This design comes from an exercise in tuning for small area on the open sky130 flow, not from production work. Only simulation tests tie the RTL to the original design; equivalence was not proved.

amber:
Design top_oled_driver, start of the top module:
module top_oled_driver(
    input           clk_50m,
    input           rst_n,
    input  [63:0]   fixed_char,
    input  [6:0]    fixed_x,
    input  [5:0]    fixed_y,
    input  [63:0]   fixed_char1,
    input  [6:0]    fixed_x1,
    input  [5:0]    fixed_y1,
    input  [63:0]   fixed_char2,
    input  [6:0]    fixed_x2,
    input  [5:0]    fixed_y2,
    input  [15:0]   dy_value,
    input  [6:0]    dy_x,
    input  [5:0]    dy_y,
    input  [15:0]   dy_value1,
    input  [6:0]    dy_x1,
    input  [5:0]    dy_y1,
    input  [15:0]   dy_value2,
    input  [6:0]    dy_x2,
    input  [5:0]    dy_y2,
    output          busy,
    output          iic_scl,
    output          iic_sda,
    output          iic_sda_oe
);
Size in the first run: roughly 320 I/O pins.
==> flow/config.mk <==
export PLATFORM = sky130hd
export DESIGN_NAME = top_oled_driver
export DESIGN_NICKNAME = top_oled_driver
export VERILOG_FILES = /design/flow/design.v
export SDC_FILE = /design/flow/constraint.sdc
export NUM_CORES = 4
export LEC_CHECK = 0
export ABC_AREA = 1
export CAP_MARGIN = 20
export CORE_MARGIN = 2
export CORE_UTILIZATION = 55
export SLEW_MARGIN = 20
export BUFFER_PORTS_ARGS = -buffer_cell sky130_fd_sc_hd__buf_1
export CTS_ARGS = -sink_clustering_enable -repair_clock_nets -buf_list {sky130_fd_sc_hd__clkbuf_16} -sink_clustering_size 30 -sink_clustering_max_diameter 120 -dont_use_dummy_load
==> flow/constraint.sdc <==
create_clock -name core_clock -period 20.0 [get_ports {clk_50m}]
set_input_delay 4.0000 -clock core_clock [delete_from_list [all_inputs] [get_ports {clk_50m}]]
set_output_delay 4.0000 -clock core_clock [all_outputs]
set_load 0.01 [all_outputs]
standard.sh (not shown) runs the stock make flow with config.mk's settings and CLKGATE_MAP_FILE= SYNTH_SCRIPT=/design/flow/synth_recipe.tcl, a recipe that flattens the netlist after the stock synthesis.
==> flow/flow/run.sh <==
#!/bin/bash
set -euo pipefail
cat >> config.mk <<'EOC'
export BUFFER_PORTS_ARGS = -buffer_cell sky130_fd_sc_hd__buf_1
export CTS_ARGS = -sink_clustering_enable -repair_clock_nets -buf_list {sky130_fd_sc_hd__clkbuf_16} -sink_clustering_size 30 -sink_clustering_max_diameter 120 -dont_use_dummy_load
EOC

# 1. standard synthesis
bash standard.sh synth > synth.log 2>&1
RES=orfs/results/${FLOW_PLATFORM}/top_oled_driver/base
LOGD=orfs/logs/${FLOW_PLATFORM}/top_oled_driver/base
cp $RES/1_2_yosys.v $RES/1_2_yosys_std.v

# re-map combinational logic
YOSYS=yosys
if [ -x "$FLOW_HOME/../tools/install/yosys/bin/yosys" ]; then YOSYS="$FLOW_HOME/../tools/install/yosys/bin/yosys"; fi
export REMAP_LIB="$FLOW_HOME/platforms/sky130hd/lib/sky130_fd_sc_hd__tt_025C_1v80.lib"
export REMAP_IN="$RES/1_2_yosys_std.v"
export REMAP_OUT="$RES/1_2_yosys_remap.v"
export REMAP_ABC="$PWD/flow/remap.abc"
export REMAP_TOP="$FLOW_TOP"
export REMAP_DONT_USE="$(grep -o -- '-dont_use [^ ]*' $LOGD/1_2_yosys.log | sort -u | awk '{print $2}' | tr '\n' ' ')"
$YOSYS -c flow/remap.tcl > remap.log 2>&1
cp $REMAP_OUT $RES/1_2_yosys.v
rm -f $RES/1_synth.odb
bash standard.sh synth > synth_odb.log 2>&1

# 2./3. rest of the standard flow
bash standard.sh > standard.log 2>&1
==> flow/flow/remap.abc <==
strash
&get -n
&dch -f
&nf -R 1000
&put
==> flow/flow/remap.tcl <==
# Re-map the combinational logic of the standard synthesis netlist for area.
# Registers (and every other sequential cell) are kept as they are: same
# instances, names, cell types and connections.
set lib $::env(REMAP_LIB)
set in  $::env(REMAP_IN)
set out $::env(REMAP_OUT)
set abc_script $::env(REMAP_ABC)
set dont_use $::env(REMAP_DONT_USE)

yosys read_liberty -ignore_miss_func $lib
yosys blackbox sky130_fd_sc_hd__df* sky130_fd_sc_hd__edf* sky130_fd_sc_hd__sdf* sky130_fd_sc_hd__sedf* sky130_fd_sc_hd__dl*
yosys read_verilog $in
yosys hierarchy -top $::env(REMAP_TOP)
yosys tee -o remap_before.txt stat -liberty $lib
yosys flatten
# define every library cell again (as blackboxes) so the new cells have port directions
yosys read_liberty -lib -overwrite $lib
yosys opt -purge
yosys setundef -zero
set du {}
foreach c $dont_use { lappend du -dont_use $c }
yosys abc -script $abc_script -liberty $lib {*}$du
yosys splitnets
yosys opt_clean -purge
yosys hilomap -singleton -hicell sky130_fd_sc_hd__conb_1 HI -locell sky130_fd_sc_hd__conb_1 LO
yosys insbuf -buf sky130_fd_sc_hd__buf_4 A X
yosys check -assert -mapped
yosys tee -o remap_after.txt stat -liberty $lib
yosys write_verilog -noattr -nohex -nodec $out
The inputs of indigo differ from those of amber as listed below.
-- flow/flow/run.sh --
<<< amber, line 3
cat >> config.mk <<'EOC'
export BUFFER_PORTS_ARGS = -buffer_cell sky130_fd_sc_hd__buf_1
export CTS_ARGS = -sink_clustering_enable -repair_clock_nets -buf_list {sky130_fd_sc_hd__clkbuf_16} -sink_clustering_size 30 -sink_clustering_max_diameter 120 -dont_use_dummy_load
EOC

>>> indigo, line 3
cat >> config.mk <<'EOC'
export BUFFER_PORTS_ARGS = -buffer_cell sky130_fd_sc_hd__buf_1
export CTS_ARGS = -sink_clustering_enable -repair_clock_nets -buf_list {sky130_fd_sc_hd__clkbuf_16} -sink_clustering_size 34 -sink_clustering_max_diameter 70 -dont_use_dummy_load
EOC

-- flow/config.mk --
<<< amber, line 12
export SLEW_MARGIN = 20
export BUFFER_PORTS_ARGS = -buffer_cell sky130_fd_sc_hd__buf_1
export CTS_ARGS = -sink_clustering_enable -repair_clock_nets -buf_list {sky130_fd_sc_hd__clkbuf_16} -sink_clustering_size 30 -sink_clustering_max_diameter 120 -dont_use_dummy_load
>>> indigo, line 12
export SLEW_MARGIN = 20
export BUFFER_PORTS_ARGS = -buffer_cell sky130_fd_sc_hd__buf_1
export CTS_ARGS = -sink_clustering_enable -repair_clock_nets -buf_list {sky130_fd_sc_hd__clkbuf_16} -sink_clustering_size 34 -sink_clustering_max_diameter 70 -dont_use_dummy_load
Notes after the runs:
indigo -> amber: effective utilization at floorplan delta 0, exact match. indigo ended up with a lower first-pass iteration count of the detailed router than amber did. Going from amber to indigo, maximum frequency grew slightly. [compare] base=amber new=indigo: post-route met1 wirelength now larger, via count of the first global-routing pass now larger.

[afterwards: timing with drivers on the ports]
Ports are ideal in the flow. The routed layouts listed here were re-timed in OpenROAD.
Step 1, drivers: a clkbuf_16 drives clk_50m and a buf_2 each remaining input, both assumed.
Step 2, shift: input delay + t, output delay - t, t = (earliest + latest rising clock arrival at the registers) / 2. This alone moves slack from input paths to output paths.
a / b / c = no drivers / after step 1 / after step 2; a / b = the first two.
run | t, ns | slack for setup (ns) | worst slew at a driven data input, ns
amber | 0.566 | 13.891 / 13.838 / 13.548 | 0.09
indigo | 0.577 | 13.948 / 13.897 / 13.468 | 0.08
After both steps setup and hold are still met in every run listed. For indigo, which loses most, drivers alone change the setup slack by -0.051 ns; drivers and shift together by -0.480 ns.
